Context: an optimization exercise on an open-source flow, tuned for small area and a short achievable clock period. The choices shown serve that exercise and are no tape-out recipe. At most, simulation tests tie the RTL to the original design; equivalence was not proved. Power figures rest on the tool's default switching activity, not on a simulated workload.

S:
==> flow/design.v (excerpt) <==
module fp_mul(
    input clk,
    input rst,
    input [31:0] a_s,
    input [31:0] b_s,
    output reg [31:0] c_out,
    output reg overflow
);
    localparam M = 12;    
    reg [4:0] cnt;
    reg  st, dn;                
    wire start = st;
    wire done  = dn;
    wire eadd  = (cnt != 5'd0) && (cnt <= 5'd8);
    reg [22:0] A;         
    reg [22:0] B;         
    reg [23:0] P;         
    reg        k;         
    reg        q24, q23;  
    reg [7:0]  X;         
    reg [7:0]  Y;         
    reg        cy;        
    reg        Z;         
    reg        sx, sr;    
    wire [23:0] pp = B[0] ? {1'b1, A} : 24'd0;
    localparam NL = M - 1, NH = 24 - M;
    wire [NL-1:0] lg [0:4];
    wire [NL-1:0] lp [0:4];
    wire [NH-1:0] hg [0:4];
    wire [NH-1:0] hp [0:4];
    wire [NL-1:0] lx = P[M-2:0] ^ pp[M-2:0];
    wire [NH-1:0] hx = P[23:M] ^ pp[23:M];
    assign lg[0] = P[M-2:0] & pp[M-2:0];
    assign lp[0] = lx;
    assign hg[0] = (P[23:M] & pp[23:M]) | {{(NH-1){1'b0}}, hx[0] & c1};
    assign hp[0] = hx;
    genvar gl, gi;
    generate
  ...
Settings: LEC_CHECK=0, CAP_MARGIN=20, CORE_MARGIN=2, CORE_UTILIZATION=40, SETUP_SLACK_MARGIN=2.1, SLEW_MARGIN=20; clock period 4.0 ns.
standard.sh (not shown) runs the stock make flow with config.mk's settings and CLKGATE_MAP_FILE= SYNTH_SCRIPT=/design/flow/synth_recipe.tcl, a recipe that flattens the netlist after the stock synthesis.
==> flow/flow/run.sh <==
#!/bin/bash
# Standard layout (the standard.sh), with these changes:
#  - port buffers made of sky130_fd_sc_hd__buf_1 cells instead of the default pick;
#  - clock tree leaves of clkbuf_8 under a clkbuf_16 root, no dummy loads;
#  - no mapping of adders to full/half-adder cells (abc maps them);
#  - abc maps the logic with flow/abc.script (no abc-level buffering or sizing;
#    the resizer does that after placement). Everything else in ORFS's scripts
#    folder is used unchanged, from a copy.
set -euo pipefail
cp -r "$FLOW_HOME/scripts" scripts_mod
cp flow/abc.script scripts_mod/abc_speed.script
export SCRIPTS_DIR="$PWD/scripts_mod"
export BUFFER_PORTS_ARGS="-buffer_cell sky130_fd_sc_hd__buf_1"
export CTS_ARGS="-sink_clustering_enable -repair_clock_nets -buf_list sky130_fd_sc_hd__clkbuf_8 -root_buf sky130_fd_sc_hd__clkbuf_16 -dont_use_dummy_load"
bash standard.sh ADDER_MAP_FILE= finish > standard_make.log 2>&1
==> flow/flow/abc.script <==
&get -n
&st
&dch
&nf
&put
diff inputs: S => T
==> flow/flow/abc.script <==
strash
dch
map -B 0.9
topo
stime -c
buffer -c
upsize -c
dnsize -c
Results
Changes observed in T relative to S: combinational gate power lost about 28%; share of cell area taken by multi-input logic gates went down 3.0 points. Of the two values seen for most common cell after layout, fill and taps aside, sky130_fd_sc_hd__nand2_1 was produced by T and sky130_fd_sc_hd__buf_1 by S. Looking at critical path depth in cells across T and S, the one that comes out higher is T. [compare] base=S new=T: routing usage on met1 rose by 0.77 points; routed via count rose by about 14%; number of standard cells in the final layout excluding fillers rose by 238. For the worst max-slew margin expressed relative to the limit, T came in 11 points higher than S did. Compared with S, T ends up with more cell area. Global placement routability congestion was lower in T than in S. T ended up with sky130_fd_sc_hd__nor4_4 as its worst-path cell with the longest stage delay; S ended up with sky130_fd_sc_hd__dfxtp_4. T vs. S: initial cell density of the core increased 0.29 points, hold slack saw a decrease.
Function was not checked in any run of this note: the RTL went through the layout flow alone.

---

Setup of build 2:
Another version of the RTL of fp_mul (not shown whole).
Size: roughly 750 cells after synthesis, roughly 99 I/O pins.
Settings: LEC_CHECK=0, ABC_CLOCK_PERIOD_IN_PS=2500, CAP_MARGIN=20, CORE_MARGIN=2, CORE_UTILIZATION=40, SETUP_SLACK_MARGIN=1.8, SLEW_MARGIN=20; clock period 4.0 ns.
==> flow/flow/run.sh <==
#!/bin/bash
# Standard layout (the standard.sh), with two changes:
#  - port buffers made of sky130_fd_sc_hd__buf_1 cells instead of the default pick;
#  - clock tree leaves of clkbuf_4 under a clkbuf_16 root, no dummy loads;
#  - no mapping of adders to full/half-adder cells (abc maps them).
set -euo pipefail
export BUFFER_PORTS_ARGS="-buffer_cell sky130_fd_sc_hd__buf_1"
export CTS_ARGS="-sink_clustering_enable -repair_clock_nets -buf_list sky130_fd_sc_hd__clkbuf_4 -root_buf sky130_fd_sc_hd__clkbuf_16 -dont_use_dummy_load"
bash standard.sh ADDER_MAP_FILE= finish > standard_make.log 2>&1
> inputs changed (build 2 -> build 21)
# build 2
export LEC_CHECK = 0
export ABC_CLOCK_PERIOD_IN_PS = 2500
export CAP_MARGIN = 20
export CORE_MARGIN = 2
export CORE_UTILIZATION = 40
export SETUP_SLACK_MARGIN = 1.8
export SLEW_MARGIN = 20
create_clock -name core_clock -period 4.0 [get_ports {clk}]
# build 21
export LEC_CHECK = 0
export CAP_MARGIN = 20
export CORE_MARGIN = 2
export CORE_UTILIZATION = 40
export SETUP_SLACK_MARGIN = 2.0
export SLEW_MARGIN = 20
create_clock -name core_clock -period 4.0 [get_ports {clk}]
==> flow/flow/run.sh <==
#!/bin/bash
# Standard layout (the standard.sh), with these changes:
#  - port buffers made of sky130_fd_sc_hd__buf_1 cells instead of the default pick;
#  - clock tree leaves of clkbuf_8 under a clkbuf_16 root, no dummy loads;
#  - no mapping of adders to full/half-adder cells (abc maps them);
#  - abc maps the logic with flow/abc.script (no abc-level buffering or sizing;
#    the resizer does that after placement). Everything else in ORFS's scripts
#    folder is used unchanged, from a copy.
set -euo pipefail
cp -r "$FLOW_HOME/scripts" scripts_mod
cp flow/abc.script scripts_mod/abc_speed.script
export SCRIPTS_DIR="$PWD/scripts_mod"
export BUFFER_PORTS_ARGS="-buffer_cell sky130_fd_sc_hd__buf_1"
export CTS_ARGS="-sink_clustering_enable -repair_clock_nets -buf_list sky130_fd_sc_hd__clkbuf_8 -root_buf sky130_fd_sc_hd__clkbuf_16 -dont_use_dummy_load"
bash standard.sh ADDER_MAP_FILE= finish > standard_make.log 2>&1
==> flow/flow/abc.script (new file) <==
strash
&get -n
&fraig -x
&put
scorr
dc2
dretime
strash
&get -n
&dch -f
&nf {D}
&put
Findings:
- Result: PASS for each of build 21 and build 2
- Weighted congestion at the end of routability-driven global placement | build 21 below build 2
- Build 2 reports its capture point of the worst path as P[6] while build 21 reports P[10].
- Comparing build 21 and build 2, the lower part of the power in the clock network is on build 2.
- | via count | lower: build 21 |
- Mux cell area share after synthesis (higher): build 21
- When build 21 is measured against build 2, its complex-gate fraction of the synthesized area turns out 5.1 points lower.
- Compared with build 2, in build 21 met2 track utilization from global routing rose by 2.2 points; wire length on met3 decreased by about 9% relative to the old numbers; final worst slack lost 1400 ps.
- The lower total stage count of the critical path came out of build 2.
What build 73 does differently from build 21 at the input level:
# build 21
export LEC_CHECK = 0
export CAP_MARGIN = 20
export CORE_MARGIN = 2
export CORE_UTILIZATION = 40
export SETUP_SLACK_MARGIN = 2.0
export SLEW_MARGIN = 20
create_clock -name core_clock -period 4.0 [get_ports {clk}]
# build 73
export LEC_CHECK = 0
export ABC_CLOCK_PERIOD_IN_PS = 1800
export CAP_MARGIN = 20
export CORE_MARGIN = 2
export CORE_UTILIZATION = 40
export SETUP_SLACK_MARGIN = 2.2
export SLEW_MARGIN = 20
create_clock -name core_clock -period 4.0 [get_ports {clk}]
==> flow/flow/run.sh <==
#!/bin/bash
# Standard layout (the standard.sh), with two changes:
#  - port buffers made of sky130_fd_sc_hd__buf_1 cells instead of the default pick;
#  - clock tree leaves of clkbuf_4 under a clkbuf_16 root, no dummy loads.
set -euo pipefail
export BUFFER_PORTS_ARGS="-buffer_cell sky130_fd_sc_hd__buf_1"
export CTS_ARGS="-sink_clustering_enable -repair_clock_nets -buf_list sky130_fd_sc_hd__clkbuf_4 -root_buf sky130_fd_sc_hd__clkbuf_16 -dont_use_dummy_load"
bash standard.sh > standard_make.log 2>&1
removed: flow/flow/abc.script
- Of build 73 and build 21, it is build 73 that has the higher site row count.
- Register area share after synthesis: lower on build 73
- | wire length | build 73 vs build 21 | about 19% higher |
- Total stage count of the critical path: build 73 vs build 21 identical
- Measured against each other, build 21 and build 73 differ in placeable core region, the higher figure coming from build 73.
- Taking build 21 as the reference, in build 73 worst hold slack after final layout dropped 9.3 ps, register area barely changed, non-clock buffer count climbed 17%.

-- what the ideal ports hide --
In the flow no input, the clock included, has a driving cell. The finished layouts below were timed again as built, in two steps.
Step 1, drivers: a clkbuf_16 drives clk and a buf_2 each remaining input, both assumed.
Step 2, shift: input delay + t, output delay - t, t = (earliest + latest rising clock arrival at the registers) / 2. This alone moves slack from input paths to output paths.
Three values: ideal, step 1, step 2; two values: the first two.
run | t, ns | setup slack, ns | worst register clock-pin slew, ns
S | 0.402 | 2.068 / 2.068 / 1.775 | 0.07 / 0.07
T | 0.394 | 2.131 / 2.148 / 1.754 | 0.08 / 0.08
build 2 | 0.396 | 1.858 / 1.858 / 1.823 | 0.11 / 0.11
build 21 | 0.398 | 0.460 / 0.460 / 0.460 | 0.07 / 0.07
build 73 | 0.400 | 1.498 / 1.498 / 1.498 | 0.12 / 0.12
After both steps setup and hold are still met in every run listed. For T, which loses most, drivers alone change the setup slack by +0.017 ns; drivers and shift together by -0.377 ns.
